What follows belongs to an exercise in optimizing a design on an open flow for small area; a production flow would make more cautious choices.
RTL that was checked went through simulation tests only; none was proved equivalent to the original.
Power and IR drop assume default switching activity.

job 6499:
// alu_32
module alu_32(
    input clk, rst,
    input [31:0] a_in, b_in,
    input [3:0] select,
    output reg [31:0] y_out,
    output reg flag, carry_bit);
  wire [31:0] a_rev;
  genvar gi;
  generate for (gi = 0; gi < 32; gi = gi + 1) begin : rv
    assign a_rev[gi] = a_in[31 - gi];
  end endgenerate
  wire ng1;
  wire e2;
  wire s3;
  wire co4;
  wire s5;
  wire co6;
  wire s7;
  wire co8;
  wire s9;
  wire co10;
  wire s11;
  wire co12;
  wire s13;
  wire co14;
  wire s15;
  wire co16;
  wire s17;
  wire co18;
  wire s19;
  wire co20;
  wire s21;
  wire co22;
  wire s23;
  wire co24;
  wire s25;
  wire co26;
  wire s27;
  wire co28;
  wire s29;
  wire co30;
  wire s31;
  wire co32;
  wire s33;
  wire co34;
  wire s35;
  wire co36;
  wire s37;
  wire co38;
  wire s39;
  wire co40;
  wire s41;
  wire co42;
  wire s43;
  wire co44;
  wire s45;
  wire co46;
  wire s47;
  wire co48;
  wire s49;
  wire co50;
  wire s51;
  wire co52;
  wire s53;
  wire co54;
  wire s55;
  wire co56;
  wire s57;
  wire co58;
  wire s59;
  wire co60;
  wire s61;
  wire co62;
  wire s63;
  wire co64;
  wire s65;
  wire co66;
  wire s67;
  wire co68;
  wire s69;
  wire co70;
  wire s71;
  wire co72;
  wire s73;
  wire co74;
  ...
clock: 10.0 ns
lec_check: 0
cap_margin: 20
core_margin: 2
core_utilization: 40
cts_buf_list: sky130_fd_sc_hd__clkbuf_8
slew_margin: 20
synth_hierarchical: 1
standard.sh (not shown) runs the stock make flow with config.mk's settings and CLKGATE_MAP_FILE= SYNTH_SCRIPT=/design/flow/synth_recipe.tcl, a recipe that flattens the netlist after the stock synthesis.
==> flow/flow/run.sh <==
#!/bin/bash
# Layout flow: the standard ORFS flow (standard.sh, unchanged synthesis),
# with the port buffers made of the smallest buffer cell instead of the
# default delay buffer, and power/area recovery on paths with positive slack
# after global routing. Each tool's output goes to a log in this folder.
set -euo pipefail
export BUFFER_PORTS_ARGS="-buffer_cell sky130_fd_sc_hd__buf_1"
export RECOVER_POWER=100
bash standard.sh > standard.log 2>&1
Changes in job 8749 relative to job 6499:
Settings: CORE_UTILIZATION: 40 -> 60; PLACE_DENSITY: unset -> 0.7.
==> comparison <==
- Job 8749 finished end to end and its layout was clean on timing, DRC and antenna.
- From job 6499 to job 8749, clock skew did not move at all.
- Job 8749 vs job 6499 — final area dropped 1.8%.
- Diff job 6499 -> job 8749: routability congestion estimate went up; required time at the endpoint of the critical path roughly the same.
- Looking at smallest setup slack after layout across job 6499 and job 8749, the one that comes out lower is job 6499.
- Looking at job 6499 and job 8749, the register-to-register slack is a wash.
- Across both runs, met2 wire length was lower for job 8749 than for job 6499.
- Higher power density of the placed cells was reported by job 6499, not job 8749.
- Against job 6499, job 8749 comes in 1.9 points lower on clock group share of total power.
Relative to job 8749, the following input files were edited for job 2112:
Settings: a deleted PLACE_DENSITY that had been 0.7; a change of CORE_UTILIZATION from 60 to 40; an added GPL_TIMING_DRIVEN of 0.
==> flow/flow/run.sh <==
#!/bin/bash
# Layout flow: the standard ORFS flow (standard.sh, unchanged synthesis),
# with the port buffers made of the smallest buffer cell instead of the
# default delay buffer, and synthesis's buffers removed at floorplan so that
# the placer's repair rebuffers only the nets that need it. Each tool's
# output goes to a log in this folder.
set -euo pipefail
export BUFFER_PORTS_ARGS="-buffer_cell sky130_fd_sc_hd__buf_1"
export REMOVE_ABC_BUFFERS=1
bash standard.sh > standard.log 2>&1
Notes after the runs:
Count of input and output buffers came out exactly the same in job 2112 and job 8749.
In job 2112 the utilization of the core after routing turned out 20 points lower than in job 8749.
Post-detailed-placement cell area for job 2112 is higher than for job 8749.
Job 8749 has a higher switching portion of total power than job 2112.
No functional check of the RTL was part of any run of this note.

north:
alu_32, a different RTL version from the one above (not shown whole).
For scale: about 1,600 cells after synthesis, roughly 34 flip-flops, ~100 I/O pins, about 15,000 um^2 of cells after synthesis.
Settings: LEC_CHECK=0, CAP_MARGIN=20, CORE_MARGIN=2, CORE_UTILIZATION=65, PLACE_DENSITY=0.75, SLEW_MARGIN=20, SYNTH_HIERARCHICAL=1; clock period 10.0 ns.
run.sh (not shown) runs the stock make flow with config.mk's settings and CLKGATE_MAP_FILE= SYNTH_SCRIPT=/design/flow/synth_recipe.tcl, a recipe that flattens the netlist after the stock synthesis.
Stock flow here: none of the scripts above is used.
north finished every step from synthesis to the final layout, and the layout passed the timing, DRC and antenna checks.
The following lists how south was set up differently from north:
Settings: removing PLACE_DENSITY (formerly 0.75); changing CORE_UTILIZATION from 65 to 40.
Results
- The run with more routed wire is south, not north.
- Comparing north and south, non-filler instance count after layout is higher on south.
- south has fraction of power consumed by combinational cells above what north had.
- Looking at count of placed standard cells including taps, south sits 10% higher than north does.
- Summary of south over north: core region area higher; total design power higher.
--- input diff south..east ---
==> flow/flow/run.sh (new file) <==
#!/bin/bash
# Layout flow: the standard ORFS flow (standard.sh, unchanged synthesis),
# with the port buffers made of the smallest buffer cell instead of the
# default delay buffer, and power/area recovery on paths with positive slack
# after global routing. Each tool's output goes to a log in this folder.
set -euo pipefail
export BUFFER_PORTS_ARGS="-buffer_cell sky130_fd_sc_hd__buf_1"
export RECOVER_POWER=100
bash standard.sh > standard.log 2>&1
==> flow/standard.sh (new file) <==
#!/bin/bash
# synth_recipe.tcl (not shown) runs the flow's synth.tcl, then flattens the netlist and writes it again
# the make line also repeats each setting of config.mk as NAME=value (left out here)
make -C /OpenROAD-flow-scripts/flow DESIGN_CONFIG=/design/flow/config.mk WORK_HOME=/design/flow/orfs CLKGATE_MAP_FILE= SYNTH_SCRIPT=/design/flow/synth_recipe.tcl "${@:-finish}"
removed: flow/run.sh
Results
- east and south ended up with roughly the same number of nets in the layout.
- Diff south..east | number of tap instances | unchanged
- The worst setup slack in east sits 0.18 ns above the value recorded for south.
- Post-layout total power across east and south: no real change.
- south has lower power share of the clock group than east.
- east vs south: sum of net half-perimeters after detailed placement down slightly
- A launching instance or port of the critical path of select[1] is what east shows, while b_in[15] belongs to south.
- Cell area, east and south, lower one = east.
- From south to east the numbers moved as follows: non-clock buffer count shrank by about 1.3%; area of the multi-input gates held steady; final cell utilization of the core shrank by 1.9 points; post-synthesis async set-or-reset flop share held steady.

RTL: one of the versions met above, not the one the previous note started from.
Size in the first run: about 1,600 cells after synthesis, about 100 I/O pins, about 15,000 sq um of cells after synthesis.
==> flow/config.mk <==
export PLATFORM = sky130hd
export DESIGN_NAME = alu_32
export DESIGN_NICKNAME = alu_32
export VERILOG_FILES = /design/flow/design.v
export SDC_FILE = /design/flow/constraint.sdc
export NUM_CORES = 4
export LEC_CHECK = 0
export CAP_MARGIN = 20
export CORE_MARGIN = 2
export CORE_UTILIZATION = 70
export CTS_BUF_LIST = sky130_fd_sc_hd__clkbuf_8
export PLACE_DENSITY = 0.8
export SLEW_MARGIN = 20
export SYNTH_HIERARCHICAL = 1
==> flow/constraint.sdc <==
create_clock -name core_clock -period 10.0 [get_ports {clk}]
set_input_delay 2.0000 -clock core_clock [delete_from_list [all_inputs] [get_ports {clk}]]
set_output_delay 2.0000 -clock core_clock [all_outputs]
set_load 0.01 [all_outputs]
standard.sh (not shown) runs the stock make flow with config.mk's settings and CLKGATE_MAP_FILE= SYNTH_SCRIPT=/design/flow/synth_recipe.tcl, a recipe that flattens the netlist after the stock synthesis.
==> flow/flow/run.sh <==
#!/bin/bash
# Layout flow: the standard ORFS flow (standard.sh, unchanged synthesis),
# with the port buffers made of the smallest buffer cell instead of the
# default delay buffer, and power/area recovery on paths with positive slack
# after global routing. Each tool's output goes to a log in this folder.
set -euo pipefail
export BUFFER_PORTS_ARGS="-buffer_cell sky130_fd_sc_hd__buf_1"
export RECOVER_POWER=100
bash standard.sh > standard.log 2>&1
Edit:
==> flow/flow/run.sh (replaced) <==
#!/bin/bash
# Layout flow: the standard ORFS flow (standard.sh). Synthesis runs
# unchanged; the layout steps after it use the smallest buffer for the port
# buffers and leave the largest buffers out of timing/design repair. Each
# tool's output goes to a log in this folder.
set -euo pipefail
bash standard.sh synth > synth.log 2>&1
export BUFFER_PORTS_ARGS="-buffer_cell sky130_fd_sc_hd__buf_1"
export DONT_USE_CELLS="sky130_fd_sc_hd__buf_6 sky130_fd_sc_hd__buf_8 sky130_fd_sc_hd__buf_12 sky130_fd_sc_hd__buf_16 sky130_fd_sc_hd__bufinv_8 sky130_fd_sc_hd__bufinv_16"
bash standard.sh > standard.log 2>&1
Settings changed: CORE_UTILIZATION 70 to 40, PLACE_DENSITY 0.8 to default.
=> Non-clock buffer count came out higher by 6; count of clock-buffer cells in the layout came out lower by 1; synthesized area is unchanged; routed wire length came out higher by a few percent; synthesized cell count stays the same; first-iteration DRC count came out lower by about a fifth; via count came out lower by a few percent.
No functional check of the RTL was part of any run of this note.

alu_32, a different RTL version from the one above (not shown whole).
For scale: roughly 1,600 cells after synthesis, about 34 flip-flops, roughly 0.015 sq mm of cells after synthesis.
==> flow/config.mk <==
export PLATFORM = sky130hd
export DESIGN_NAME = alu_32
export DESIGN_NICKNAME = alu_32
export VERILOG_FILES = /design/flow/design.v
export SDC_FILE = /design/flow/constraint.sdc
export NUM_CORES = 4
export LEC_CHECK = 0
export CAP_MARGIN = 20
export CORE_MARGIN = 2
export CORE_UTILIZATION = 60
export CTS_BUF_LIST = sky130_fd_sc_hd__clkbuf_8
export PLACE_DENSITY = 0.7
export SLEW_MARGIN = 20
export SYNTH_HIERARCHICAL = 1
==> flow/constraint.sdc <==
create_clock -name core_clock -period 10.0 [get_ports {clk}]
set_input_delay 2.0000 -clock core_clock [delete_from_list [all_inputs] [get_ports {clk}]]
set_output_delay 2.0000 -clock core_clock [all_outputs]
set_load 0.01 [all_outputs]
==> flow/flow/run.sh <==
#!/bin/bash
# Layout flow: the standard ORFS flow (standard.sh, unchanged synthesis),
# with the port buffers made of the smallest buffer cell instead of the
# default delay buffer, clock tree synthesis without dummy balancing loads,
# and power/area recovery on paths with positive slack after global routing.
# Each tool's output goes to a log in this folder.
set -euo pipefail
export BUFFER_PORTS_ARGS="-buffer_cell sky130_fd_sc_hd__buf_1"
export RECOVER_POWER=100
export CTS_ARGS="-sink_clustering_enable -repair_clock_nets -buf_list sky130_fd_sc_hd__clkbuf_8 -dont_use_dummy_load"
bash standard.sh > standard.log 2>&1
The first run went through all stages and came out clean.
Edit:
==> flow/flow/run.sh (replaced) <==
#!/bin/bash
# Layout flow: the standard ORFS flow (standard.sh, unchanged synthesis),
# with the port buffers made of the smallest buffer cell instead of the
# default delay buffer, and power/area recovery on paths with positive slack
# after global routing. Each tool's output goes to a log in this folder.
set -euo pipefail
export BUFFER_PORTS_ARGS="-buffer_cell sky130_fd_sc_hd__buf_1"
export RECOVER_POWER=100
bash standard.sh > standard.log 2>&1
Non-clock buffer count does not change; sequential power is about the same; setup slack degrades by 6.8 ps; maximum frequency stays flat; wire length stays flat; utilization went up by 0.28 points; via count barely changes; cell area went up by 0.45%; cell count barely changes; count of clock-buffer cells in the layout does not change.

## port drivers added, routing unchanged
The results above use ideal ports. As a check the final layouts listed here were re-extracted and re-timed, cells and wires unchanged. Step 1 sets driving cells, clkbuf_16 on the clock port and buf_2 on the other inputs (assumed; they add their load-dependent delay and slew). Step 2 moves the port delays by t, midway between the first and last clock arrival at a register: inputs arrive t later, outputs are due t later. That takes back most of the time a late clock gives input paths. Slacks: no drivers / after step 1 / after step 2; pairs: no drivers / after step 1.
run	shift t [ns]	setup WS [ns]	worst setup path after step 2	latest minus earliest clock arrival (ns)
job 6499	0.333	0.617 / 0.623 / 0.290	input to register	0.012 / 0.012
job 8749	0.336	0.628 / 0.636 / 0.300	input to register	0.010 / 0.011
job 2112	0.386	0.299 / 0.305 / -0.080	input to register	0.007 / 0.007
north	0.312	0.311 / 0.318 / 0.005	input to register	0.005 / 0.005
south	0.316	0.451 / 0.464 / 0.148	input to register	0.008 / 0.009
east	0.314	0.635 / 0.648 / 0.335	input to register	0.005 / 0.005
the first run of note 3	0.334	0.526 / 0.538 / 0.204	input to register	0.016 / 0.016
the second run of note 3	0.333	0.642 / 0.647 / 0.314	input to register	0.011 / 0.012
the first run of note 4	0.325	0.680 / 0.692 / 0.368	input to register	0.037 / 0.037
the second run of note 4	0.336	0.673 / 0.686 / 0.350	input to register	0.013 / 0.012
With both steps, setup timing fails in job 2112, where it was met with ideal ports. The setup slack of job 2112, which loses most, moves by +0.006 ns with the drivers and by -0.379 ns with both steps.
